This design comes from an exercise in tuning for small area, a short achievable clock period and few clock cycles on the open sky130 flow, not from production work. Function was checked by simulation only, so behaviour that the tests miss may differ from the original.

==> flow/design.v, too long to show whole: its modules and the start of the top module <==
// module systolic_array: 139 lines
// module mac_lane0: 517 lines
// module mac_lane1: 517 lines
// module mac_lane2: 517 lines
// module mac_lane3: 517 lines
// module mac_lane4: 517 lines
module systolic_array #(
    parameter DATAWIDTH = 16,
    parameter N_SIZE = 5
) (
    input  wire                     clk,
    input  wire                     rst_n,
    input  wire                     valid_in,
    input  wire signed [N_SIZE*DATAWIDTH-1:0] matrix_a_in,
    input  wire signed [N_SIZE*DATAWIDTH-1:0] matrix_b_in,
    output reg  valid_out,
    output wire signed [N_SIZE*2*DATAWIDTH-1:0] matrix_c_out
);
  // ...
==> flow/flow/run.sh <==
#!/bin/bash
set -euo pipefail
MARGIN=5.9
R=orfs/results/sky130hd/systolic_array/base
bash standard.sh synth > log_synth.txt 2>&1
python3 flow/polarity.py $R/1_2_yosys.v > log_polarity.txt 2>&1
python3 flow/s2build.py $R/1_2_yosys.v flow/s2map.json > log_s2build.txt 2>&1
bash standard.sh SETUP_SLACK_MARGIN=$MARGIN \
  "BUFFER_PORTS_ARGS=-buffer_cell sky130_fd_sc_hd__buf_4" finish > log_layout.txt 2>&1
test -f out/final.def
==> flow/flow/polarity.py <==
#!/usr/bin/env python3
"""Remove inverters around full adders in a Yosys sky130hd netlist.

A full adder is self-dual: complementing its three inputs complements both
outputs.  XOR/XNOR gates take either input polarity (swapping XOR for XNOR).
This pass gives every full adder and XOR gate a phase (output stored true or
complemented) so that as few inverters as possible are needed, removes the
netlist's inverters and re-inserts one where a pin still needs the other
polarity of a net.  Registers and every other cell are left as they are.

It also gives the high-fanout operand registers (B operands, Booth digit
registers) a stronger drive: same cell type, larger size.

usage: polarity.py NETLIST.v  (rewritten in place)
"""
import re
import sys
from collections import defaultdict

path = sys.argv[1]
text = open(path).read()
text = re.sub(r"\(\*.*?\*\)", "", text, flags=re.S)

m = re.search(r"^module\s+(\S+)\s*\(", text, re.M)
body_start = text.index(";", m.end()) + 1
end = text.rindex("endmodule")
header, body, tail = text[:body_start], text[body_start:end], text[end:]

# split body into statements
stmts = [s.strip() for s in body.split(";") if s.strip()]
decls, cells, others = [], [], []
cell_re = re.compile(r"^(\S+)\s+(\S+)\s*\((.*)\)$", re.S)
pin_re = re.compile(r"\.(\w+)\(\s*(.*?)\s*\)\s*(?:,|$)", re.S)
for s in stmts:
    if s.startswith(("wire", "input", "output", "reg")):
        decls.append(s)
        continue
    if s.startswith("assign"):
        others.append(s)
        continue
    mm = cell_re.match(s)
    if not mm or not mm.group(1).startswith("sky130_fd_sc_hd__"):
        others.append(s)
        continue
    typ, name, conns = mm.groups()
    pins = {}
    for p, n in pin_re.findall(conns):
        pins[p] = n.strip()
    cells.append({"type": typ, "name": name, "pins": pins})

OUTP = {"X", "Y", "Q", "Q_N", "SUM", "COUT", "HI", "LO"}
def base(t):
    return re.sub(r"^sky130_fd_sc_hd__", "", t)

def kind(c):
    b = base(c["type"])
    if re.match(r"inv_\d+$", b):
        return "inv"
    if re.match(r"fa_\d+$", b):
        return "fa"
    if re.match(r"xn?or2_\d+$", b):
        return "xor"
    return "other"

driver = {}
loads = defaultdict(list)
for i, c in enumerate(cells):
    for p, n in c["pins"].items():
        if p in OUTP:
            driver[n] = (i, p)
        else:
            loads[n].append((i, p))
ports_out = set()
for d in decls:
    if d.startswith("output"):
        mm = re.match(r"output\s+(?:\[(\d+):(\d+)\]\s+)?(\S+)", d)
        hi, lo, nm = mm.groups()
        if hi is None:
            ports_out.add(nm)
        else:
            for k in range(int(lo), int(hi) + 1):
                ports_out.add(f"{nm}[{k}]")

def root(n):
    """Follow inverters back: (root net, parity)."""
    k = 0
    seen = 0
    while n in driver and kind(cells[driver[n][0]]) == "inv" and seen < 64:
        n = cells[driver[n][0]]["pins"]["A"]
        k ^= 1
        seen += 1
    return n, k

# sinks: every non-inverter cell input pin, and every output port
sinks = []  # (cell index or None, pin, port name, root net, parity)
for i, c in enumerate(cells):
    if kind(c) == "inv":
        continue
    for p, n in c["pins"].items():
        if p in OUTP:
            continue
        r, k = root(n)
        sinks.append((i, p, None, r, k))
# output ports driven through inverters
port_sinks = []
for n in ports_out:
    if n in driver and kind(cells[driver[n][0]]) == "inv":
        r, k = root(n)
        port_sinks.append((n, r, k))

phase = [0] * len(cells)   # for fa and xor cells
def src_phase(r):
    if r in driver:
        i = driver[r][0]
        if kind(cells[i]) in ("fa", "xor"):
            return phase[i]
    return 0

def need(s):
    i, p, _, r, k = s
    kd = kind(cells[i])
    if kd == "xor":
        return 0
    want = k ^ (phase[i] if kd == "fa" else 0)
    return want ^ src_phase(r)

sinks_by_root = defaultdict(list)
sinks_by_cell = defaultdict(list)
for s in sinks:
    sinks_by_root[s[3]].append(s)
    sinks_by_cell[s[0]].append(s)
port_by_root = defaultdict(list)
for ps in port_sinks:
    port_by_root[ps[1]].append(ps)

def root_cost(r):
    nd = any(need(s) for s in sinks_by_root[r])
    nd = nd or any(k ^ src_phase(r) for _, _, k in port_by_root[r])
    return 1 if nd else 0

def cell_cost(i):
    roots = set(s[3] for s in sinks_by_cell[i])
    c = cells[i]
    for p, n in c["pins"].items():
        if p in OUTP:
            roots.add(n)
    return sum(root_cost(r) for r in roots)

flippable = [i for i, c in enumerate(cells) if kind(c) in ("fa", "xor")]
total0 = sum(root_cost(r) for r in set(list(sinks_by_root) + list(port_by_root)))
for it in range(20):
    changed = 0
    for i in flippable:
        before = cell_cost(i)
        phase[i] ^= 1
        after = cell_cost(i)
        if after < before:
            changed += 1
        else:
            phase[i] ^= 1
    if not changed:
        break
total1 = sum(root_cost(r) for r in set(list(sinks_by_root) + list(port_by_root)))
ninv = sum(1 for c in cells if kind(c) == "inv")

# rewrite
new_cells = []
comp = {}
newwires = []
inv_type = "sky130_fd_sc_hd__inv_1"
def complement(r):
    if r not in comp:
        w = f"_pol{len(comp)}_"
        comp[r] = w
        newwires.append(w)
        new_cells.append({"type": inv_type, "name": f"_polinv{len(comp)}_",
                          "pins": {"A": r, "Y": w}})
    return comp[r]

def physical(r, want_comp):
    return complement(r) if want_comp else r

for s in sinks:
    i, p, _, r, k = s
    c = cells[i]
    kd = kind(c)
    if kd == "xor":
        # take the root net as it is, fold the polarity into the gate type
        pol = k ^ src_phase(r)
        c["pins"][p] = r
        c.setdefault("tog", 0)
        c["tog"] ^= pol
    else:
        c["pins"][p] = physical(r, need(s) == 1)
# xor cells: output polarity = original type ^ input toggles ^ phase
for i, c in enumerate(cells):
    if kind(c) != "xor":
        continue
    b = base(c["type"])
    is_xnor = b.startswith("xnor")
    drive = b.split("_")[1]
    outp = "Y" if is_xnor else "X"
    out = c["pins"].pop(outp)
    inv_now = is_xnor ^ c.get("tog", 0) ^ phase[i]
    if inv_now:
        c["type"] = f"sky130_fd_sc_hd__xnor2_{drive}"
        c["pins"]["Y"] = out
    else:
        c["type"] = f"sky130_fd_sc_hd__xor2_{drive}"
        c["pins"]["X"] = out
# output ports fed by inverters: drive the port from an inverter of the root
# (or a buffer-free connection is not possible: keep an inverter cell)
port_cells = []
for n, r, k in port_sinks:
    want = k ^ src_phase(r)
    if want:
        port_cells.append({"type": inv_type, "name": f"_polport{len(port_cells)}_",
                           "pins": {"A": r, "Y": n}})
    else:
        port_cells.append({"type": "sky130_fd_sc_hd__buf_1", "name": f"_polport{len(port_cells)}_",
                           "pins": {"A": r, "X": n}})

kept = [c for c in cells if kind(c) != "inv"]
UPSIZE = [(re.compile(r"^\\col\[\d\]\.b_st\[0\]\[\d+\]\$_DFF_P_$"), "sky130_fd_sc_hd__dfxtp_4"),
          (re.compile(r"^\\e[012]_\d\[\d\]\$_DFF_P_$"), "sky130_fd_sc_hd__dfxtp_2")]
nup = 0
for c in kept:
    if c["type"] != "sky130_fd_sc_hd__dfxtp_1":
        continue
    for rx, cell in UPSIZE:
        if rx.match(c["name"]):
            c["type"] = cell
            nup += 1
            break
out_cells = kept + new_cells + port_cells

def esc(n):
    return n + " " if n.startswith("\\") else n

def fmt(c):
    pins = ",\n".join(f"    .{p}({esc(n)})" for p, n in c["pins"].items())
    return f"  {c['type']} {c['name']} (\n{pins}\n  );"

# wires: keep declarations of nets still used, add new ones
used = set()
for c in out_cells:
    used.update(c["pins"].values())
lines = [header]
for d in decls:
    mm = re.match(r"wire\s+(?:\[\d+:\d+\]\s+)?(\S+)$", d)
    if mm and not d.startswith(("input", "output")):
        nm = mm.group(1)
        if nm not in used and not any(u.startswith(nm + "[") or u == nm for u in used) and not re.search(r"\[", d):
            continue
    lines.append(f"  {d} ;")
for w in newwires:
    lines.append(f"  wire {w};")
for o in others:
    lines.append(f"  {o} ;")
for c in out_cells:
    lines.append(fmt(c))
open(path, "w").write("\n".join(lines) + "\n" + tail)
print(f"polarity: {ninv} inverters before, {len(newwires)} after "
      f"(+{sum(1 for c in port_cells if 'inv' in c['type'])} at ports); "
      f"root cost {total0} -> {total1}; {nup} registers upsized")
==> flow/flow/s2map.json <==
{"W": 32, "K5": 1431764992, "acc": "bin", "stages": 2, "lanes": [{"lane": 0, "s1": [[0, 0], [1, 0], [2, 1], [3, 2], [4, 3], [5, 3], [6, 3], [7, 4], [8, 4], [9, 4], [10, 5], [11, 5], [12, 5], [13, 6], [14, 6], [15, 6], [16, 7], [17, 7], [18, 7], [19, 8], [20, 8], [21, 8], [22, 9], [23, 9], [24, 9], [25, 10], [26, 10], [27, 10], [28, 11], [29, 11], [30, 11], [31, 12], [32, 12], [33, 12], [34, 13], [35, 13], [36, 13], [37, 14], [38, 14], [39, 14], [40, 15], [41, 15], [42, 15], [43, 16], [44, 16], [45, 16], [46, 17], [47, 17], [48, 17], [49, 18], [50, 18], [51, 18], [52, 19], [53, 19], [54, 19], [55, 20], [56, 20], [57, 20], [58, 21], [59, 21], [60, 21], [61, 22], [62, 22], [63, 22], [64, 23], [65, 23], [66, 23], [67, 24], [68, 24], [69, 24], [70, 25], [71, 25], [72, 25], [73, 26], [74, 26], [75, 26], [76, 27], [77, 27], [78, 27], [79, 28], [80, 28], [81, 29], [82, 30]], "first": [[0, 0, 7, 0], [1, 8, 15, 1], [2, 16, 23, 0], [3, 24, 31, 1]]}, {"lane": 1, "s1": [[0, 0], [1, 0], [2, 1], [3, 2], [4, 3], [5, 3], [6, 3], [7, 4], [8, 4], [9, 4], [10, 5], [11, 5], [12, 5], [13, 6], [14, 6], [15, 6], [16, 7], [17, 7], [18, 7], [19, 8], [20, 8], [21, 8], [22, 9], [23, 9], [24, 9], [25, 10], [26, 10], [27, 10], [28, 11], [29, 11], [30, 11], [31, 12], [32, 12], [33, 12], [34, 13], [35, 13], [36, 13], [37, 14], [38, 14], [39, 14], [40, 15], [41, 15], [42, 15], [43, 16], [44, 16], [45, 16], [46, 17], [47, 17], [48, 17], [49, 18], [50, 18], [51, 18], [52, 19], [53, 19], [54, 19], [55, 20], [56, 20], [57, 20], [58, 21], [59, 21], [60, 21], [61, 22], [62, 22], [63, 22], [64, 23], [65, 23], [66, 23], [67, 24], [68, 24], [69, 24], [70, 25], [71, 25], [72, 25], [73, 26], [74, 26], [75, 26], [76, 27], [77, 27], [78, 27], [79, 28], [80, 28], [81, 29], [82, 30]], "first": [[0, 0, 7, 0], [1, 8, 15, 1], [2, 16, 23, 0], [3, 24, 31, 1]]}, {"lane": 2, "s1": [[0, 0], [1, 0], [2, 1], [3, 2], [4, 3], [5, 3], [6, 3], [7, 4], [8, 4], [9, 4], [10, 5], [11, 5], [12, 5], [13, 6], [14, 6], [15, 6], [16, 7], [17, 7], [18, 7], [19, 8], [20, 8], [21, 8], [22, 9], [23, 9], [24, 9], [25, 10], [26, 10], [27, 10], [28, 11], [29, 11], [30, 11], [31, 12], [32, 12], [33, 12], [34, 13], [35, 13], [36, 13], [37, 14], [38, 14], [39, 14], [40, 15], [41, 15], [42, 15], [43, 16], [44, 16], [45, 16], [46, 17], [47, 17], [48, 17], [49, 18], [50, 18], [51, 18], [52, 19], [53, 19], [54, 19], [55, 20], [56, 20], [57, 20], [58, 21], [59, 21], [60, 21], [61, 22], [62, 22], [63, 22], [64, 23], [65, 23], [66, 23], [67, 24], [68, 24], [69, 24], [70, 25], [71, 25], [72, 25], [73, 26], [74, 26], [75, 26], [76, 27], [77, 27], [78, 27], [79, 28], [80, 28], [81, 29], [82, 30]], "first": [[0, 0, 7, 0], [1, 8, 15, 1], [2, 16, 23, 0], [3, 24, 31, 1]]}, {"lane": 3, "s1": [[0, 0], [1, 0], [2, 1], [3, 2], [4, 3], [5, 3], [6, 3], [7, 4], [8, 4], [9, 4], [10, 5], [11, 5], [12, 5], [13, 6], [14, 6], [15, 6], [16, 7], [17, 7], [18, 7], [19, 8], [20, 8], [21, 8], [22, 9], [23, 9], [24, 9], [25, 10], [26, 10], [27, 10], [28, 11], [29, 11], [30, 11], [31, 12], [32, 12], [33, 12], [34, 13], [35, 13], [36, 13], [37, 14], [38, 14], [39, 14], [40, 15], [41, 15], [42, 15], [43, 16], [44, 16], [45, 16], [46, 17], [47, 17], [48, 17], [49, 18], [50, 18], [51, 18], [52, 19], [53, 19], [54, 19], [55, 20], [56, 20], [57, 20], [58, 21], [59, 21], [60, 21], [61, 22], [62, 22], [63, 22], [64, 23], [65, 23], [66, 23], [67, 24], [68, 24], [69, 24], [70, 25], [71, 25], [72, 25], [73, 26], [74, 26], [75, 26], [76, 27], [77, 27], [78, 27], [79, 28], [80, 28], [81, 29], [82, 30]], "first": [[0, 0, 7, 0], [1, 8, 15, 1], [2, 16, 23, 0], [3, 24, 31, 1]]}, {"lane": 4, "s1": [[0, 0], [1, 0], [2, 1], [3, 2], [4, 3], [5, 3], [6, 3], [7, 4], [8, 4], [9, 4], [10, 5], [11, 5], [12, 5], [13, 6], [14, 6], [15, 6], [16, 7], [17, 7], [18, 7], [19, 8], [20, 8], [21, 8], [22, 9], [23, 9], [24, 9], [25, 10], [26, 10], [27, 10], [28, 11], [29, 11], [30, 11], [31, 12], [32, 12], [33, 12], [34, 13], [35, 13], [36, 13], [37, 14], [38, 14], [39, 14], [40, 15], [41, 15], [42, 15], [43, 16], [44, 16], [45, 16], [46, 17], [47, 17], [48, 17], [49, 18], [50, 18], [51, 18], [52, 19], [53, 19], [54, 19], [55, 20], [56, 20], [57, 20], [58, 21], [59, 21], [60, 21], [61, 22], [62, 22], [63, 22], [64, 23], [65, 23], [66, 23], [67, 24], [68, 24], [69, 24], [70, 25], [71, 25], [72, 25], [73, 26], [74, 26], [75, 26], [76, 27], [77, 27], [78, 27], [79, 28], [80, 28], [81, 29], [82, 30]], "first": [[0, 0, 7, 0], [1, 8, 15, 1], [2, 16, 23, 0], [3, 24, 31, 1]]}]}
==> flow/standard.sh <==
#!/bin/bash
# synth_recipe.tcl (not shown) runs the flow's synth.tcl, then flattens the netlist and writes it again
# the make line also repeats each setting of config.mk as NAME=value (left out here)
make -C /OpenROAD-flow-scripts/flow DESIGN_CONFIG=/design/flow/config.mk WORK_HOME=/design/flow/orfs CLKGATE_MAP_FILE= SYNTH_SCRIPT=/design/flow/synth_recipe.tcl "${@:-finish}"
==> flow/config.mk <==
export PLATFORM = sky130hd
export DESIGN_NAME = systolic_array
export DESIGN_NICKNAME = systolic_array
export VERILOG_FILES = /design/flow/design.v
export SDC_FILE = /design/flow/constraint.sdc
export NUM_CORES = 8
export LEC_CHECK = 0
export CAP_MARGIN = 40
export CORE_MARGIN = 2
export CORE_UTILIZATION = 45
export CTS_CLUSTER_DIAMETER = 100
export CTS_CLUSTER_SIZE = 22
export SLEW_MARGIN = 40
export TNS_END_PERCENT = 10
==> flow/constraint.sdc <==
create_clock -name core_clock -period 9.0 [get_ports {clk}]
set_input_delay 1.8000 -clock core_clock [delete_from_list [all_inputs] [get_ports {clk}]]
set_output_delay 1.8000 -clock core_clock [all_outputs]
set_load 0.01 [all_outputs]
Not shown: flow/flow/s2build.py
==> results.toml, run 1 <==
[finish]
regArea_um2 = 28260
clk_share = 0.03265
largest_reg_flops = 400
seq_cell_count = 1390
buffers = 346
reg.largest.list = "col.b_st x400, a_st x320"
multi_input_area_um2 = 34400

[hold_path]
min_from = "col[2].b_st[1][12]"

[critical_path]
reg2reg_depth = 7
crit_arrival_ns = 1.38
rr_startpoint = "e1_4[3]"

[route]
route.detailed.drc = 0

[global_route]
met2_usage = 0.3656
gr-total-overflow = 0

[sta]
finalWorstSetupSlack_ns = 5.816
final.setup.tns_ns = 0

[run_status]
status = "finished clean"

[die]
taps = 1903

[placement]
port_buffers = 323
globalplace.congestion = 0.9019
Testbench counts, summed over its fixed seeds: cycles 67,200.
==> run 2, diff against run 1 <==
--- a/flow/flow/run.sh
+++ b/flow/flow/run.sh
@@ -1,5 +1,5 @@
 #!/bin/bash
 set -euo pipefail
-MARGIN=5.9
+MARGIN=6.1
 R=orfs/results/sky130hd/systolic_array/base
 bash standard.sh synth > log_synth.txt 2>&1
--- a/flow/flow/polarity.py
+++ b/flow/flow/polarity.py
@@ -223,5 +223,6 @@
 kept = [c for c in cells if kind(c) != "inv"]
 UPSIZE = [(re.compile(r"^\\col\[\d\]\.b_st\[0\]\[\d+\]\$_DFF_P_$"), "sky130_fd_sc_hd__dfxtp_4"),
-          (re.compile(r"^\\e[012]_\d\[\d\]\$_DFF_P_$"), "sky130_fd_sc_hd__dfxtp_2")]
+          (re.compile(r"^\\e[012]_\d\[\d\]\$_DFF_P_$"), "sky130_fd_sc_hd__dfxtp_2"),
+          (re.compile(r"^\\lane\d\.acc\[\d+\]\$_DFF_P_$"), "sky130_fd_sc_hd__dfxtp_2")]
 nup = 0
 for c in kept:
==> run 2 against run 1 <==
Against the previous run:
- still clean
- count of clock-buffer cells in the layout fell by 2
- non-clock buffer count increased by 9
- core utilization grew 0.70 points
- area after synthesis up 0.31%
- critical path depth unchanged
- cell area increased by 1.5%
- setup slack improved by 0.11 ns
- critical path type unchanged
==> results.toml, run 2 <==
[critical_path]
crit_chain = "buf_4"
r2r_setup_slack_ns = 6.02
crit_fanout = 2
max_stage_delay_ns = 0.40
crit_family = "flip-flops"
rr_endpoint = "lane2.acc[20]"
worstSetupStartpointType = "flip-flop"
critPathRequiredTime_ns = 7.20
reg2reg_depth = 8
startpoint = "lane3.acc[24]"
rr_startpoint = "lane2.s1[4]"
worstSetupPathType = "reg -> out"
endpoint_kind = "primary output"
crit_arrival_ns = 1.27
cp_slowest_cell = "dfxtp_2"
crit_buf_inv = 1

[hold_path]
hp-class = "reg -> reg"
min_to = "col[2].b_st[4][7]"
min_from = "col[2].b_st[3][7]"
hold_depth = 0

[synthesis]
syn_area_um2 = 64980
synth_nets = 6696
avgSynthCellArea_um2 = 11.30
ys_warn_count = 18
syn_inst = 5751

[finish]
regMostFlops = "col.b_st"
regArea_um2 = 28510
drive_above_1_share = 0.1906
multi_input_area_um2 = 35080
layout_commonest_cell = "dfxtp_1"
nNetsFinal = 6711
syn2layout_area_growth_pct = 10.55
largest_reg_flops = 400
reg.largest.list = "col.b_st x400, a_st x320"
final_cell_mix = "dfxtp_1, xnor2_1, fa_1, a22oi_1, buf_4"
nFillCells = 12953

[route]
route.detailed.drc = 0
antenna_left = 0
vias = 41644
wl_per_cell_um = 22.77
drt_iter0_markers = 3640
wirelength_um = 175600
routed_via_density = 5.401
drtPass1Iterations = 6

[sta]
setup_violations = 0
worstMarginPinSlew_ns = 0.8772
slew_headroom = 0.4152
post-route-period-util = 0.3410
rsz0062_at_grt = "yes"
finalHoldViolCount = 0
fmax_ghz = 0.3258
slew_viol_final = 0
skew_ns = 0.06475
final.setup.tns_ns = 0
whs_ns = 0.2955
finalCriticalPeriod_ns = 3.069

[cts]
htreeDepth = 3
clk_path_buf_depth = 3
cts_tree = "built"
cts.sinks = 1390
path_clk_slew_ns = 0.10
clock_latency_ns = 0.75
clock-root-buffer = "clkbuf_16"
cts_made_buffers = 75
cts_hold_buf = 0

[run_status]
status = "finished clean"

[placement]
globalplace.congestion = 0.9138
port_buffers = 323
dpl.hpwl_um = 123900

[die]
dieArea_um2 = 147400
row_count = 139
coreArea_um2 = 143500
ios = 324
fp.dieH_um = 384.0
chipWidth_um = 384.0
initial_core_util = 0.4529

[global_route]
grt_pass1_wl_um = 267000
antenna_found_initial = 12
grtUsageTotal = 0.2358
grt_pass1_vias = 42599
gr-total-overflow = 0
grt_max_degree = 70

[flow_run]
maxCapViolCount = 0
-- run 2: cell count changes in the layout (fill, tap and decap cells not counted), sizes merged --
cell,previous run,this run
buf,345,355
clkinvlp,0,10
inv,180,170
clkinv,13,8
bufinv,0,3
clkbuf,106,103
-- run 2: what timing repair did --
action | in CTS | in global routing
gates cloned | 0 | 0
gates resized for setup | 89 | 247
setup endpoints to repair | 361 | 316
pin swaps | 3 | 24
setup buffers | 9 | 2
endpoints found under the hold margin | 0 | 0
-- run 2: cell type report --
cell class | count | share of cell area
multi-input cells | 3768 | 0.4884
flip-flops and latches | 1390 | 0.3969
repair buffers | 355 | 0.03940
well taps | 1903 | 0.03315
clock buffers | 103 | 0.02773
inverters | 176 | 0.009719
clock inverters | 15 | 0.004720
diodes | 1 | 0.00003484
-- run 2: worst max-delay path by stage --
stage / end / slack, ns / cells past startpoint
4_1_cts: matrix_c_out[74] / 5.89 / 1
3_5_place_dp: lane0.acc[28] / 5.45 / 12
3_3_place_gp: first_0[3] / 4.50 / 7
6_report: matrix_c_out[120] / 5.93 / 1
2_1_floorplan: e0_4[4] / 6.16 / 5
5_1_grt: lane4.acc[25] / 5.89 / 9
-- run 2: layer usage --
layer	vias to the layer above	track usage	routed length [um]
li1	19126	-	-
met1	20706	0.3409	80740
met2	1551	0.3609	78140
met3	257	0.04126	12210
met4	4	0.06747	4448
met5	-	0.001624	55
-- run 2: stage by stage --
stage               cell area (um^2)  worst slack, ns    util  std cells
finish                         71830            5.931  0.5006       7711
global route                   71830            5.889  0.5006       7710
CTS                            71110            5.889  0.4956       7708
detailed placement             68430            5.454  0.4770       7581
global placement               68370            4.499  0.4765       7581
floorplan                      64980            6.157       -       5751
==> run 3, diff against run 2 <==
--- a/flow/flow/run.sh
+++ b/flow/flow/run.sh
@@ -7,4 +7,4 @@
 python3 flow/s2build.py $R/1_2_yosys.v flow/s2map.json > log_s2build.txt 2>&1
 bash standard.sh SETUP_SLACK_MARGIN=$MARGIN \
-  "BUFFER_PORTS_ARGS=-buffer_cell sky130_fd_sc_hd__buf_4" finish > log_layout.txt 2>&1
+  "BUFFER_PORTS_ARGS=-buffer_cell sky130_fd_sc_hd__buf_2" finish > log_layout.txt 2>&1
 test -f out/final.def
==> run 3 against run 2 <==
Against the previous run:
- still clean on timing, DRC and antenna
- die area stayed put
- area after synthesis stayed put
- via count is 1.0% higher
- maximum frequency is 0.42% higher
- critical path depth stayed put
- hold slack better by 0.0013 ns
- global-route usage hardly changed
- non-clock buffer count is 3 higher
- first-iteration DRC count hardly changed
- register-to-register slack worse by 0.03 ns
- synthesized cell count stayed put
==> results.toml, run 3 <==
[run_status]
status = "finished clean"

[finish]
fin_cells = 7717
syn2layout_area_growth_pct = 9.316
nNetsFinal = 6714
largest_reg_flops = 400
design_area_um2 = 71030
final_cell_mix = "dfxtp_1, xnor2_1, fa_1, a22oi_1, buf_2"
regMostFlops = "col.b_st"
drive_above_1_share = 0.1884
reg.largest.list = "col.b_st x400, a_st x320"
layout_commonest_cell = "dfxtp_1"

[synthesis]
synth_nets = 6696
ys_warn_count = 18
syn_area_um2 = 64980
avgSynthCellArea_um2 = 11.30
syn_inst = 5751

[die]
initial_core_util = 0.4529
coreArea_um2 = 143500
ios = 324
fp.dieH_um = 384.0
row_count = 139
chipWidth_um = 384.0
dieArea_um2 = 147400

[critical_path]
rr_endpoint = "lane1.s1[47]"
crit_family = "flip-flops"
endpoint_kind = "primary output"
critPathRequiredTime_ns = 7.20
reg2reg_depth = 6
crit_fanout = 2
crit_buf_inv = 1
rr_startpoint = "e0_1[3]"
worstSetupStartpointType = "flip-flop"
crit_arrival_ns = 1.26
cp-endpoint = "matrix_c_out[116]"
worstSetupPathType = "reg -> out"
startpoint = "lane3.acc[20]"
crit_chain = "buf_2"
cp.depth = 1
r2r_setup_slack_ns = 5.99
cp_slowest_cell = "dfxtp_2"
max_stage_delay_ns = 0.40

[sta]
setup_violations = 0
rsz0062_at_grt = "yes"
final.setup.tns_ns = 0
slew_viol_final = 0
finalHoldViolCount = 0
worstMarginPinSlew_ns = 0.8427
skew_ns = 0.06817
fmax_ghz = 0.3272
post-route-period-util = 0.3396
slew_headroom = 0.4382
finalWorstSetupSlack_ns = 5.944
finalCriticalPeriod_ns = 3.056

[cts]
clk_path_buf_depth = 3
cts.sinks = 1390
clock-root-buffer = "clkbuf_16"
cts_made_buffers = 75
htreeDepth = 3
cts_tree = "built"
path_clk_slew_ns = 0.10
clock_latency_ns = 0.74

[hold_path]
hp-class = "reg -> reg"

[placement]
dpl.hpwl_um = 125200
globalplace.congestion = 0.9146
placedCellCount = 7582
post-place-ws_ns = 5.306
port_buffers = 323
placed_area_um2 = 67620

[route]
antenna_left = 0
drt_iter0_markers = 3638
vias = 42069
wl_per_cell_um = 22.84
routed_via_density = 5.451
route.detailed.drc = 0
wirelength_um = 176200
drtPass1Iterations = 6

[global_route]
grt_pass1_vias = 42659
grtUsageTotal = 0.2354
antenna_found_initial = 15
grt_pass1_wl_um = 265600
grt_max_degree = 69
gr-total-overflow = 0

[flow_run]
maxCapViolCount = 0
run 3: changes by cell type in the layout (fill, tap and decap cells not counted), moves of 4 or more:
cell,previous run,this run
buf_2,0,311
o21ai_2,20,15
nor2_1,170,177
buf_4,324,15
o21ai_1,43,47
inv_1,165,173
mux2i_2,3,8
clkinv_2,0,4
mux2i_1,18,13
nor2_2,23,16
clkinvlp_4,10,1
run 3: repair_timing:
action                                  4_1_cts  5_1_grt
pin swaps                                     3       18
setup buffers                                 3        9
hold buffers                                  0        0
endpoints found under the setup margin      375      325
gates cloned                                  1        0
resized for setup                            79      238
run 3: worst min path at each step:
stage                       start                  to  slack, ns  depth (start not counted)
2_1_floorplan         a_st[12][0]         a_st[11][0]       0.31                          0
3_3_place_gp   col[1].b_st[1][12]  col[1].b_st[2][12]       0.31                          0
3_5_place_dp    col[2].b_st[3][5]   col[2].b_st[4][5]       0.31                          0
4_1_cts         col[2].b_st[3][6]   col[2].b_st[4][6]       0.30                          0
5_1_grt        col[2].b_st[3][10]  col[2].b_st[4][10]       0.30                          0
6_report        col[2].b_st[3][6]   col[2].b_st[4][6]       0.30                          0
run 3: cell type report:
type	instances	area, um^2
fill	13006	72450
multi-input combinational	3768	35050
sequential	1390	28500
tap	1903	2381
timing repair buffer	358	2108
clock buffer	102	1999
inverter	176	660.6
clock inverter	18	329.1
antenna	2	5.005
run 3: routing by layer:
metal | vias up | part of all wire | track usage
met3 | 269 | 0.071 | 0.03717
met5 | - | 0.00018 | 0
met4 | 6 | 0.027 | 0.07226
met2 | 1662 | 0.44 | 0.3592
met1 | 21008 | 0.46 | 0.3422
li1 | 19124 | - | -
run 3: metrics by stage:
step	util	hold slack, ns
after global placement	0.4709	0.3097
after CTS	0.4896	0.2967
after global routing	0.4950	0.3041
final	0.4950	0.2968
after floorplan	-	0.3096
after detailed placement	0.4713	0.3121
==> run 4, diff against run 3 <==
--- a/flow/flow/run.sh
+++ b/flow/flow/run.sh
@@ -1,5 +1,5 @@
 #!/bin/bash
 set -euo pipefail
-MARGIN=6.1
+MARGIN=6.3
 R=orfs/results/sky130hd/systolic_array/base
 bash standard.sh synth > log_synth.txt 2>&1
==> run 4 against run 3 <==
Against the previous run:
- still clean on timing, DRC and antenna
- hold slack lost 0.00079 ns
- setup slack worse by 0.026 ns
- cell count rose by 0.62%
- sequential share of layout area down 1.6 points
- wire length grew 2.1%
- non-clock buffer count is 42 higher
- count of clock-buffer cells in the layout grew 4
- core utilization rose by 2.2 points
- area after synthesis did not move
==> results.toml, run 4 <==
[die]
fp.dieH_um = 384.0
ios = 324
chipWidth_um = 384.0
coreArea_um2 = 143500
initial_core_util = 0.4529
row_count = 139
dieArea_um2 = 147400

[flow_run]
maxCapViolCount = 0

[finish]
largest_reg_flops = 400
fin_cells = 7765
layout_commonest_cell = "dfxtp_1"
nNetsFinal = 6757
drive_above_1_share = 0.2523
final_cell_mix = "dfxtp_1, xnor2_1, fa_1, a22oi_1, buf_2"
reg.largest.list = "col.b_st x400, a_st x320"
syn2layout_area_growth_pct = 14.15
regMostFlops = "col.b_st"
fin_util = 0.5169
design_area_um2 = 74170

[cts]
clock_latency_ns = 0.77
cts_made_buffers = 76
htreeDepth = 3
cts_tree = "built"
cts.sinks = 1390
clock-root-buffer = "clkbuf_16"
clk_path_buf_depth = 3
path_clk_slew_ns = 0.09

[global_route]
grt_pass1_vias = 42980
grt_pass1_wl_um = 269300
antenna_found_initial = 12
gr-total-overflow = 0
grt_max_degree = 70
grtUsageTotal = 0.2401

[placement]
dpl.hpwl_um = 125000
placed_area_um2 = 67660
port_buffers = 323
globalplace.congestion = 0.9159
placedCellCount = 7583

[route]
drtPass1Iterations = 6
antenna_left = 0
wl_per_cell_um = 23.18
wirelength_um = 180000
vias = 42249
drt_iter0_markers = 3553
route.detailed.drc = 0
routed_via_density = 5.441

[critical_path]
worstSetupPathType = "reg -> out"
cp_slowest_cell = "dfxtp_2"
crit_chain = "buf_2"
crit_fanout = 2
endpoint_kind = "primary output"
crit_buf_inv = 1
max_stage_delay_ns = 0.38
critPathRequiredTime_ns = 7.20
crit_arrival_ns = 1.28
worstSetupStartpointType = "flip-flop"
crit_family = "flip-flops"

[sta]
post-route-period-util = 0.3425
whs_ns = 0.2960
finalHoldViolCount = 0
slew_viol_final = 0
final.setup.tns_ns = 0
skew_ns = 0.06245
worstMarginPinSlew_ns = 0.8442
slew_headroom = 0.4372
finalCriticalPeriod_ns = 3.082
fmax_ghz = 0.3245
rsz0062_at_grt = "yes"
setup_violations = 0

[synthesis]
syn_area_um2 = 64980
ys_warn_count = 18
avgSynthCellArea_um2 = 11.30
synth_nets = 6696
syn_inst = 5751

[hold_path]
hp-class = "reg -> reg"

[run_status]
status = "finished clean"
run 4: worst paths after layout:
kind / start / to / slack, ns / cells past startpoint
max in group asynchronous: rst_n / cnt[0] / 7.98 / 1
min in group asynchronous: rst_n / cnt[4] / 0.87 / 1
worst min register to register: col[3].b_st[3][4] / col[3].b_st[4][4] / 0.30 / 0
worst min-delay path: col[3].b_st[3][4] / col[3].b_st[4][4] / 0.30 / 0
worst max register to register: e0_1[3] / lane1.s1[47] / 6.06 / 6
worst max-delay path: lane2.acc[24] / matrix_c_out[88] / 5.92 / 1
run 4: repair_timing:
item                                    in CTS  in global routing
buffers inserted                            21                 25
hold buffers                                 0                  0
endpoints found under the hold margin        0                  0
gates resized for setup                    336                557
pin swaps                                   33                111
cloned                                       8                  0
endpoints found under the setup margin     419                346
run 4: final cells by class:
cell class / instances / area [um^2]
Clock inverter: 17 / 287.8
Tap cell: 1903 / 2381
Fill cell: 12714 / 69310
Timing Repair Buffer: 400 / 2768
Inverter: 176 / 660.6
Multi-Input combinational cell: 3768 / 37470
Antenna cell: 5 / 12.51
Sequential cell: 1390 / 28550
Clock buffer: 106 / 2034
run 4: routing by layer:
layer,wire length [um],GRT usage
met5,77,0
met4,5227,0.07850
met3,11980,0.04003
met2,81020,0.3694
met1,81660,0.3433
run 4: stage by stage:
stage | worst slack [ns]
floorplan | 6.218
global placement | 4.637
detailed placement | 5.436
CTS | 5.872
global route | 5.880
finish | 5.918
==> run 5, diff against run 4 <==
--- a/flow/flow/run.sh
+++ b/flow/flow/run.sh
@@ -1,5 +1,5 @@
 #!/bin/bash
 set -euo pipefail
-MARGIN=6.3
+MARGIN=6.1
 R=orfs/results/sky130hd/systolic_array/base
 bash standard.sh synth > log_synth.txt 2>&1
--- a/flow/config.mk
+++ b/flow/config.mk
@@ -6,9 +6,9 @@
 export NUM_CORES = 8
 export LEC_CHECK = 0
-export CAP_MARGIN = 40
+export CAP_MARGIN = 20
 export CORE_MARGIN = 2
-export CORE_UTILIZATION = 45
+export CORE_UTILIZATION = 58
 export CTS_CLUSTER_DIAMETER = 100
 export CTS_CLUSTER_SIZE = 22
-export SLEW_MARGIN = 40
+export SLEW_MARGIN = 20
 export TNS_END_PERCENT = 10
==> run 5 against run 4 <==
Against the previous run:
- area after synthesis unchanged
- cell count shrank 6.0%
- synthesized cell count is the same
- highest routed layer unchanged
==> results.toml, run 5 <==
[run_status]
status = "finished clean"

[synthesis]
syn_area_um2 = 64980
synth_nets = 6696
avgSynthCellArea_um2 = 11.30
syn_inst = 5751
ys_warn_count = 18

[placement]
globalplace.congestion = 0.9564
post-place-ws_ns = 5.481
port_buffers = 323
dpl.hpwl_um = 118000

[critical_path]
cp-endpoint = "matrix_c_out[24]"
crit_fanout = 2
max_stage_delay_ns = 0.37
endpoint_kind = "primary output"
worstSetupStartpointType = "flip-flop"
crit_buf_inv = 1
rr_endpoint = "lane1.s1[47]"
startpoint = "lane0.acc[24]"
crit_arrival_ns = 1.23
cp.depth = 1
reg2reg_depth = 6
crit_chain = "buf_2"
rr_startpoint = "e0_1[3]"
critPathRequiredTime_ns = 7.20
r2r_setup_slack_ns = 6.01
cp_slowest_cell = "dfxtp_2"
worstSetupPathType = "reg -> out"
crit_family = "flip-flops"

[sta]
finalWorstSetupSlack_ns = 5.973
worstMarginPinSlew_ns = 1.031
post-route-period-util = 0.3364
slew_headroom = 0.2931
final.setup.tns_ns = 0
fmax_ghz = 0.3303
setup_violations = 0
finalCriticalPeriod_ns = 3.028
skew_ns = 0.05864
finalHoldViolCount = 0
rsz0062_at_grt = "yes"
slew_viol_final = 0

[finish]
final_cell_mix = "dfxtp_1, xnor2_1, fa_1, a22oi_1, buf_2"
largest_reg_flops = 400
drive_above_1_share = 0.1819
nFillCells = 9073
reg.largest.list = "col.b_st x400, a_st x320"
layout_commonest_cell = "dfxtp_1"
syn2layout_area_growth_pct = 8.103
nNetsFinal = 6710
regMostFlops = "col.b_st"

[flow_run]
maxCapViolCount = 0

[die]
coreArea_um2 = 110800
dieArea_um2 = 114700
initial_core_util = 0.5863
fp.dieH_um = 338.7
row_count = 122
ios = 324
chipWidth_um = 338.7

[global_route]
grt_max_degree = 70
grtUsageTotal = 0.2881
grt_pass1_wl_um = 256200
antenna_found_initial = 12
grt_pass1_vias = 42670
gr-total-overflow = 0

[route]
drtPass1Iterations = 6
drt_iter0_markers = 3182
route.detailed.drc = 0
routed_via_density = 5.724
wirelength_um = 167200
vias = 41772
wl_per_cell_um = 22.91
antenna_left = 0

[cts]
path_clk_slew_ns = 0.10
clk_path_buf_depth = 3
cts_tree = "built"
htreeDepth = 3
cts_hold_buf = 0
clock-root-buffer = "clkbuf_16"
cts.sinks = 1390
cts_made_buffers = 74
clock_latency_ns = 0.72

[hold_path]
hp-class = "reg -> reg"
==> run 5: timing repair <==
action	in CTS	in global routing
endpoints found under the hold margin	0	0
setup endpoints to repair	320	324
buffers inserted	3	5
gates resized for setup	51	235
pin swaps	1	35
==> run 5: worst min path at each step <==
stage	startpoint	cells past startpoint	to
after CTS	col[1].b_st[1][6]	0	col[1].b_st[2][6]
after floorplan	a_st[12][0]	0	a_st[11][0]
after detailed placement	col[1].b_st[3][5]	0	col[1].b_st[4][5]
final	a_st[12][0]	0	a_st[11][0]
after global routing	col[1].b_st[1][6]	0	col[1].b_st[2][6]
after global placement	col[2].b_st[2][0]	0	col[2].b_st[3][0]
==> run 5: final cells by class <==
cell class	instances	area [um^2]	share of cell area
repair buffers	355	2029	0.02889
diodes	4	10.01	0.0001425
well taps	1488	1862	0.02651
inverters	176	660.6	0.009405
flip-flops and latches	1390	28480	0.4054
clock inverters	12	227.7	0.003242
multi-input cells	3768	34970	0.4979
clock buffers	105	1999	0.02847
==> run 5: per-stage QoR <==
stage                 util  area [um^2]  cells  hold WS [ns]
detailed placement  0.6053        67080   7169        0.3121
floorplan                -        64980   5751        0.3096
global placement    0.6052        67070   7168        0.3096
global route        0.6338        70240   7297        0.3264
finish              0.6338        70240   7298        0.3208
CTS                 0.6271        69500   7289        0.3218
==> run 5: routing by layer <==
metal	track usage	vias up	part of all wire
met5	0	-	0.00026
met4	0.08769	6	0.030
met1	0.4170	20724	0.45
met2	0.4375	1657	0.44
li1	-	19082	-
met3	0.05692	303	0.076
==> run 6, diff against run 5 <==
--- a/flow/config.mk
+++ b/flow/config.mk
@@ -6,9 +6,9 @@
 export NUM_CORES = 8
 export LEC_CHECK = 0
-export CAP_MARGIN = 20
+export CAP_MARGIN = 40
 export CORE_MARGIN = 2
 export CORE_UTILIZATION = 58
 export CTS_CLUSTER_DIAMETER = 100
 export CTS_CLUSTER_SIZE = 22
-export SLEW_MARGIN = 20
-export TNS_END_PERCENT = 10
+export SLEW_MARGIN = 40
+export TNS_END_PERCENT = 3
==> run 6 against run 5 <==
Against the previous run:
- still clean
- first-iteration DRC count increased by 3.9%
- core utilization decreased by 0.16 points
- sequential cell count unchanged
- die area unchanged
- non-clock buffer count increased by 3
- critical path type unchanged
- critical endpoint is now matrix_c_out[76]
- largest cell class unchanged
- highest routed layer unchanged
==> results.toml, run 6 <==
[critical_path]
worstSetupStartpointType = "flip-flop"
rr_endpoint = "lane1.s1[47]"
crit_buf_inv = 1
crit_chain = "buf_6"
cp-endpoint = "matrix_c_out[76]"
reg2reg_depth = 6
r2r_setup_slack_ns = 6.01
crit_fanout = 2
worstSetupPathType = "reg -> out"
crit_family = "flip-flops"
crit_arrival_ns = 1.22
cp.depth = 1
cp_slowest_cell = "dfxtp_4"
endpoint_kind = "primary output"
max_stage_delay_ns = 0.41
critPathRequiredTime_ns = 7.20
rr_startpoint = "e0_1[3]"
startpoint = "lane2.acc[12]"

[sta]
finalHoldViolCount = 0
post-route-period-util = 0.3354
finalCriticalPeriod_ns = 3.018
rsz0062_at_grt = "yes"
fmax_ghz = 0.3313
finalWorstSetupSlack_ns = 5.982
whs_ns = 0.3149
setup_violations = 0
skew_ns = 0.03623
slew_viol_final = 0
final.setup.tns_ns = 0
worstMarginPinSlew_ns = 0.8820
slew_headroom = 0.4120

[cts]
htreeDepth = 3
cts_made_buffers = 75
cts.sinks = 1390
clock_latency_ns = 0.70
clock-root-buffer = "clkbuf_16"
cts_tree = "built"
clk_path_buf_depth = 3
path_clk_slew_ns = 0.10
cts_hold_buf = 0

[global_route]
antenna_found_initial = 12
grt_max_degree = 70
gr-total-overflow = 0
grtUsageTotal = 0.2884
grt_pass1_vias = 42618
grt_pass1_wl_um = 256300

[finish]
layout_commonest_cell = "dfxtp_1"
largest_reg_flops = 400
nFillCells = 9060
fin_cells = 7302
regMostFlops = "col.b_st"
multi_input_area_um2 = 34740
final_cell_mix = "dfxtp_1, xnor2_1, fa_1, a22oi_1, buf_2"
regArea_um2 = 28490
nNetsFinal = 6714
drive_above_1_share = 0.1728
reg.largest.list = "col.b_st x400, a_st x320"
design_area_um2 = 70060
syn2layout_area_growth_pct = 7.828

[die]
fp.dieH_um = 338.7
initial_core_util = 0.5863
dieArea_um2 = 114700
ios = 324
coreArea_um2 = 110800
row_count = 122
chipWidth_um = 338.7

[flow_run]
maxCapViolCount = 0

[route]
vias = 41914
drt_iter0_markers = 3306
antenna_left = 0
wl_per_cell_um = 22.84
drtPass1Iterations = 8
route.detailed.drc = 0
routed_via_density = 5.740
wirelength_um = 166700

[synthesis]
ys_warn_count = 18
syn_inst = 5751
synth_nets = 6696
syn_area_um2 = 64980
avgSynthCellArea_um2 = 11.30

[placement]
placed_area_um2 = 67140
globalplace.congestion = 0.9564
port_buffers = 323
post-place-ws_ns = 5.618
dpl.hpwl_um = 117900
placedCellCount = 7169

[hold_path]
hp-class = "reg -> reg"

[run_status]
status = "finished clean"
-- run 6: cell count changes in the layout (fill, tap and decap cells not counted), sizes merged --
cell,delta
clkinvlp,+1
inv,+1
clkbuf,-1
buf,+2
diode,+1
-- run 6: repair_timing --
action / 4_1_cts / 5_1_grt
resized for setup: 30 / 160
buffers inserted: 2 / 9
endpoints found under the setup margin: 310 / 331
pin swaps: 1 / 15
-- run 6: cell type report --
class | instances | area share
well taps | 1488 | 0.02657
diodes | 5 | 0.0001786
flip-flops and latches | 1390 | 0.4066
repair buffers | 358 | 0.02941
clock inverters | 14 | 0.003375
multi-input cells | 3768 | 0.4958
inverters | 176 | 0.009429
clock buffers | 103 | 0.02859
-- run 6: worst register-to-register path, cell delays in order (launching register included) --
cell and delay (ns):
dfxtp_2 0.66, clkinv_1 0.44, xnor2_1 0.27, fa_1 0.56, inv_1 0.05, fa_1 0.43
fa_1 0.49
-- run 6: stage by stage --
stage                       util
after detailed placement  0.6059
final                     0.6322
after floorplan                -
after CTS                 0.6271
after global placement    0.6052
after global routing      0.6322
-- run 6: worst min path at each step --
stage	start	end	cells after the start
finish	col[2].b_st[2][6]	col[2].b_st[3][6]	0
global route	col[1].b_st[3][3]	col[1].b_st[4][3]	0
CTS	col[1].b_st[3][3]	col[1].b_st[4][3]	0
detailed placement	col[1].b_st[3][5]	col[1].b_st[4][5]	0
global placement	col[2].b_st[2][0]	col[2].b_st[3][0]	0
floorplan	a_st[12][0]	a_st[11][0]	0
-- run 6: routing by layer --
| layer | wire (um) | vias up | track usage |
|---|---|---|---|
| met4 | 4611 | 6 | 0.08685 |
| li1 | - | 19118 | - |
| met5 | 44 | - | 0 |
| met2 | 73860 | 1745 | 0.4392 |
| met1 | 75000 | 20778 | 0.4152 |
| met3 | 13240 | 267 | 0.05922 |
==> run 7, diff against run 6 <==
--- a/flow/config.mk
+++ b/flow/config.mk
@@ -12,3 +12,3 @@
 export CTS_CLUSTER_SIZE = 22
 export SLEW_MARGIN = 40
-export TNS_END_PERCENT = 3
+export TNS_END_PERCENT = 10
==> run 7 against run 6 <==
Against the previous run:
- cell area increased by 0.49%
- sequential cell count unchanged
- register-to-register slack about the same
- setup slack got worse by 0.0018 ns
- via count increased by 0.21%
- first-iteration DRC count increased by 4.5%
- non-clock buffer count increased by 2
- critical path depth unchanged
- cell count about the same
- critical path type unchanged
- global-route usage about the same
==> results.toml, run 7 <==
[critical_path]
critPathRequiredTime_ns = 7.20
rr_endpoint = "lane1.s1[47]"
cp.depth = 1
cp_slowest_cell = "dfxtp_2"
endpoint_kind = "primary output"
rr_startpoint = "e0_1[3]"
max_stage_delay_ns = 0.38
reg2reg_depth = 6
crit_buf_inv = 1
crit_family = "flip-flops"
r2r_setup_slack_ns = 6.02
cp-endpoint = "matrix_c_out[28]"
crit_chain = "buf_2"
crit_arrival_ns = 1.22
worstSetupPathType = "reg -> out"
crit_fanout = 2
startpoint = "lane0.acc[28]"
worstSetupStartpointType = "flip-flop"

[finish]
drive_above_1_share = 0.1853
syn2layout_area_growth_pct = 8.351
nFillCells = 9029
reg.largest.list = "col.b_st x400, a_st x320"
nNetsFinal = 6716
final_cell_mix = "dfxtp_1, xnor2_1, fa_1, a22oi_1, buf_2"
design_area_um2 = 70400
regMostFlops = "col.b_st"
layout_commonest_cell = "dfxtp_1"
largest_reg_flops = 400

[hold_path]
hp-class = "reg -> reg"

[synthesis]
synth_nets = 6696
avgSynthCellArea_um2 = 11.30
syn_inst = 5751
syn_area_um2 = 64980
ys_warn_count = 18

[route]
wl_per_cell_um = 22.91
route.detailed.drc = 0
wirelength_um = 167400
antenna_left = 0
drtPass1Iterations = 6
drt_iter0_markers = 3455
vias = 42002
routed_via_density = 5.751

[die]
initial_core_util = 0.5863
dieArea_um2 = 114700
coreArea_um2 = 110800
ios = 324
row_count = 122
fp.dieH_um = 338.7
chipWidth_um = 338.7

[placement]
port_buffers = 323
dpl.hpwl_um = 117900
post-place-ws_ns = 5.618
placed_area_um2 = 67140
globalplace.congestion = 0.9564

[sta]
rsz0062_at_grt = "yes"
skew_ns = 0.03953
finalCriticalPeriod_ns = 3.020
setup_violations = 0
fmax_ghz = 0.3311
slew_headroom = 0.4118
slew_viol_final = 0
post-route-period-util = 0.3356
final.setup.tns_ns = 0
finalHoldViolCount = 0
finalWorstSetupSlack_ns = 5.980
worstMarginPinSlew_ns = 0.8823

[cts]
clock_latency_ns = 0.70
htreeDepth = 3
clock-root-buffer = "clkbuf_16"
cts.sinks = 1390
cts_hold_buf = 0
cts_tree = "built"
clk_path_buf_depth = 3
path_clk_slew_ns = 0.09
cts_made_buffers = 75

[global_route]
gr-total-overflow = 0
antenna_found_initial = 12
grt_max_degree = 70
grt_pass1_vias = 42602
grt_pass1_wl_um = 256300
grtUsageTotal = 0.2884

[flow_run]
maxCapViolCount = 0

[run_status]
status = "finished clean"
[run 7: worst min-delay path by stage]
stage | from | endpoint | slack [ns] | cells past startpoint
CTS | col[1].b_st[3][3] | col[1].b_st[4][3] | 0.31 | 0
global route | col[1].b_st[3][3] | col[1].b_st[4][3] | 0.31 | 0
finish | col[2].b_st[2][6] | col[2].b_st[3][6] | 0.31 | 0
global placement | col[2].b_st[2][0] | col[2].b_st[3][0] | 0.31 | 0
detailed placement | col[1].b_st[3][5] | col[1].b_st[4][5] | 0.31 | 0
floorplan | a_st[12][0] | a_st[11][0] | 0.31 | 0
[run 7: what timing repair did]
action                                 CTS  global route
buffers inserted                         2            11
pin swaps                                1            34
resized for setup                       42           255
endpoints found under the hold margin    0             0
setup endpoints to repair              310           325
[run 7: layer usage]
layer	wire length [um]	track usage	vias up
li1	-	-	19107
met1	75320	0.4154	20893
met2	74300	0.4391	1717
met3	13070	0.05922	279
met4	4627	0.08685	6
met5	44	0	-
[run 7: metrics by stage]
step | hold slack, ns | util | instances
3_5_place_dp | 0.3121 | 0.6059 | 7169
3_3_place_gp | 0.3096 | 0.6052 | 7168
5_1_grt | 0.3150 | 0.6352 | 7302
2_1_floorplan | 0.3096 | - | 5751
4_1_cts | 0.3067 | 0.6274 | 7288
6_report | 0.3145 | 0.6353 | 7304
[run 7: cell type report]
class,instances,area [um^2],share of cell area
antenna,5,12.51,0.0001777
sequential,1390,28490,0.4047
inverter,176,660.6,0.009384
timing repair buffer,360,2085,0.02961
clock inverter,14,236.5,0.003359
tap,1488,1862,0.02644
multi-input combinational,3768,35050,0.4979
clock buffer,103,2003,0.02845
[run 7: worst reg2reg max path: stages (launching register included)]
cell,delay [ns]
dfxtp_2,0.65
clkinv_1,0.46
xnor2_1,0.28
fa_1,0.54
inv_1,0.05
fa_1,0.42
fa_1,0.49
==> run 8, diff against run 7 <==
--- a/flow/flow/s2build.py
+++ b/flow/flow/s2build.py
@@ -13,5 +13,6 @@
 touched.  A lane whose registers are not all found is left as it is.
 
-usage: s2build.py NETLIST.v S2MAP.json   (netlist rewritten in place)
+usage: s2build.py NETLIST.v S2MAP.json [ks|hc|sk]   (netlist rewritten in place;
+       the adder's prefix network: Kogge-Stone, Han-Carlson or Sklansky)
 """
 import json
@@ -21,4 +22,5 @@
 
 path, mpath = sys.argv[1], sys.argv[2]
+PREFIX = sys.argv[3] if len(sys.argv) > 3 else "ks"
 M = json.load(open(mpath))
 W = M["W"]
@@ -294,16 +296,45 @@
         add("nor2_1", A=val(a, 1), B=val(b, 1), Y=o)
         return (o, 0)
-    d = 1
-    while d < W:
-        nG, nP = list(G), list(P)
-        for i in range(d, W):
-            nG[i] = gop(G[i], P[i], G[i - d])
-            if i >= 2 * d:
-                nP[i] = aop(P[i], P[i - d])
-            else:
-                nP[i] = None
+    if PREFIX == "ks":
+        d = 1
+        while d < W:
+            nG, nP = list(G), list(P)
+            for i in range(d, W):
+                nG[i] = gop(G[i], P[i], G[i - d])
+                if i >= 2 * d:
+                    nP[i] = aop(P[i], P[i - d])
+                else:
+                    nP[i] = None
+            G = nG
+            P = [p if p is not None else ("0", None) for p in nP]
+            d *= 2
+    elif PREFIX == "hc":
+        # Han-Carlson: Kogge-Stone on the odd bits, then one level for the even bits
+        d = 1
+        while d < W:
+            nG, nP = list(G), list(P)
+            for i in range(1, W, 2):
+                if i - d >= 0 and (d == 1 or i - d >= 1):
+                    j = i - d
+                    nG[i] = gop(G[i], P[i], G[j])
+                    nP[i] = aop(P[i], P[j]) if j - d >= 0 else ("0", None)
+            G, P = nG, nP
+            d *= 2
+        nG = list(G)
+        for i in range(2, W, 2):
+            nG[i] = gop(G[i], P[i], G[i - 1])
         G = nG
-        P = [p if p is not None else ("0", None) for p in nP]
-        d *= 2
+    else:
+        # Sklansky
+        d = 1
+        while d < W:
+            nG, nP = list(G), list(P)
+            for i in range(W):
+                if (i // d) % 2 == 1:
+                    j = (i // d) * d - 1
+                    nG[i] = gop(G[i], P[i], G[j])
+                    nP[i] = aop(P[i], P[j])
+            G, P = nG, nP
+            d *= 2
     # sums
     for i in range(W):
--- a/flow/config.mk
+++ b/flow/config.mk
@@ -9,6 +9,6 @@
 export CORE_MARGIN = 2
 export CORE_UTILIZATION = 58
-export CTS_CLUSTER_DIAMETER = 100
-export CTS_CLUSTER_SIZE = 22
+export CTS_CLUSTER_DIAMETER = 60
+export CTS_CLUSTER_SIZE = 30
 export SLEW_MARGIN = 40
 export TNS_END_PERCENT = 10
==> run 8 against run 7 <==
Against the previous run:
- critical endpoint is now matrix_c_out[76]
- non-clock buffer count is 2 higher
- setup slack worse by 0.033 ns
- core utilization is 1.9 points higher
- critical path depth stayed put
- count of clock-buffer cells in the layout is 11 higher
- clock skew is 0.0061 ns higher
- still clean
- sequential share of layout area is 1.2 points lower
- maximum frequency is 1.1% lower
- register-to-register slack worse by 0.04 ns
==> results.toml, run 8 <==
[run_status]
status = "finished clean"

[global_route]
grt_pass1_vias = 43170
antenna_found_initial = 12
grt_pass1_wl_um = 258600
grt_max_degree = 70
grtUsageTotal = 0.2913
gr-total-overflow = 0

[synthesis]
syn_inst = 5751
avgSynthCellArea_um2 = 11.30
synth_nets = 6696
ys_warn_count = 18
syn_area_um2 = 64980

[sta]
whs_ns = 0.3124
slew_viol_final = 0
worstMarginPinSlew_ns = 0.8634
finalCriticalPeriod_ns = 3.053
fmax_ghz = 0.3275
skew_ns = 0.04558
final.setup.tns_ns = 0
slew_headroom = 0.4244
rsz0062_at_grt = "yes"
setup_violations = 0
finalWorstSetupSlack_ns = 5.947
post-route-period-util = 0.3393
finalHoldViolCount = 0

[placement]
placedCellCount = 7169
dpl.hpwl_um = 117900
post-place-ws_ns = 5.618
placed_area_um2 = 67140
port_buffers = 323
globalplace.congestion = 0.9564

[critical_path]
crit_family = "flip-flops"
crit_buf_inv = 1
crit_chain = "buf_6"
rr_startpoint = "e0_1[3]"
cp_slowest_cell = "dfxtp_4"
max_stage_delay_ns = 0.41
endpoint_kind = "primary output"
critPathRequiredTime_ns = 7.20
startpoint = "lane2.acc[12]"
crit_arrival_ns = 1.25
worstSetupPathType = "reg -> out"
worstSetupStartpointType = "flip-flop"
crit_fanout = 2

[finish]
design_area_um2 = 72510
nNetsFinal = 6748
syn2layout_area_growth_pct = 11.59
final_cell_mix = "dfxtp_1, xnor2_1, fa_1, a22oi_1, buf_2"
fin_util = 0.6543
regMostFlops = "col.b_st"
largest_reg_flops = 400
layout_commonest_cell = "dfxtp_1"
reg.largest.list = "col.b_st x400, a_st x320"
fin_cells = 7384
drive_above_1_share = 0.2004

[hold_path]
hp-class = "reg -> reg"
min_from = "col[4].b_st[2][14]"

[flow_run]
maxCapViolCount = 0

[die]
fp.dieH_um = 338.7
initial_core_util = 0.5863
dieArea_um2 = 114700
row_count = 122
chipWidth_um = 338.7
coreArea_um2 = 110800
ios = 324

[cts]
path_clk_slew_ns = 0.10
clk_path_buf_depth = 3
cts_hold_buf = 0
cts_tree = "built"
clock_latency_ns = 0.74
cts_made_buffers = 105
cts.sinks = 1390
clock-root-buffer = "clkbuf_16"
htreeDepth = 3

[route]
antenna_left = 0
drt_iter0_markers = 3295
drtPass1Iterations = 7
routed_via_density = 5.721
vias = 42246
wirelength_um = 168900
route.detailed.drc = 0
wl_per_cell_um = 22.88
## run 8: repair_timing
action	in CTS	in global routing
pin swaps	1	38
endpoints found under the hold margin	0	0
setup endpoints to repair	313	330
gates cloned	0	0
resized for setup	40	260
setup buffers	2	13
## run 8: worst reg2reg max path, delay by kind of cell, from the launching register on
kind	cells	cell delay (ns)
xor+xnor	1	0.28
fa+ha+maj	3	1.46
buf+inv	2	0.50
flops	1	0.66
## run 8: layout make-up
cell class                 instances  area [um^2]
antenna                            4        10.01
clock buffer                     114         2766
clock inverter                    82         1530
fill                            8819        38310
inverter                         176        660.6
multi-input combinational       3768        35080
sequential                      1390        28490
tap                             1488         1862
timing repair buffer             362         2113
## run 8: final timing paths
kind	endpoint	slack [ns]	cells after the start
worst max-delay path	matrix_c_out[76]	5.95	1
worst min-delay path	col[4].b_st[3][14]	0.31	0
worst max register to register	lane1.s1[47]	5.98	6
worst min register to register	col[4].b_st[3][14]	0.31	0
max in group asynchronous	cnt[1]	7.98	1
min in group asynchronous	cnt[2]	0.87	1
## run 8: routing by layer
metal,vias to the layer above,track usage,share of wire
met1,20937,0.4153,0.45
met5,-,0,0.00018
met2,1763,0.4474,0.45
li1,19231,-,-
met4,4,0.08741,0.028
met3,311,0.06124,0.079

-- afterwards: timing with drivers on the ports --
Ports are ideal in the flow. The routed layouts listed here were re-timed in OpenROAD.
Step 1: set_driving_cell puts a clkbuf_16 on clk and a buf_2 on each other input, an assumption about the parent block.
Step 2 times the ports against the registers' clock, not the clock port: input delays grow and output delays shrink by t, the midpoint of the rising clock arrivals with the driver on.
Three values: no drivers, after step 1, after step 2; two values: the first two.
| run | shift t [ns] | setup WS [ns] | worst hold slack (ns) | worst setup path at the end |
|---|---|---|---|---|
| run 1 | 0.786 | 5.816 / 5.741 / 5.594 | 0.287 / 0.287 / 0.287 | input to register |
| run 2 | 0.790 | 5.931 / 5.855 / 5.632 | 0.296 / 0.296 / 0.296 | input to register |
| run 3 | 0.781 | 5.944 / 5.869 / 5.724 | 0.297 / 0.297 / 0.297 | input to register |
| run 4 | 0.805 | 5.918 / 5.846 / 5.686 | 0.296 / 0.296 / 0.296 | input to register |
| run 5 | 0.762 | 5.972 / 5.901 / 5.420 | 0.321 / 0.321 / 0.321 | input to register |
| run 6 | 0.758 | 5.982 / 5.909 / 5.673 | 0.315 / 0.315 / 0.315 | input to register |
| run 7 | 0.758 | 5.980 / 5.907 / 5.657 | 0.314 / 0.314 / 0.314 | input to register |
| run 8 | 0.799 | 5.947 / 5.866 / 5.672 | 0.312 / 0.312 / 0.312 | input to register |
After both steps every run listed still meets setup and hold. The setup slack of run 5, which loses most, moves by -0.071 ns with the drivers and by -0.552 ns with both steps.
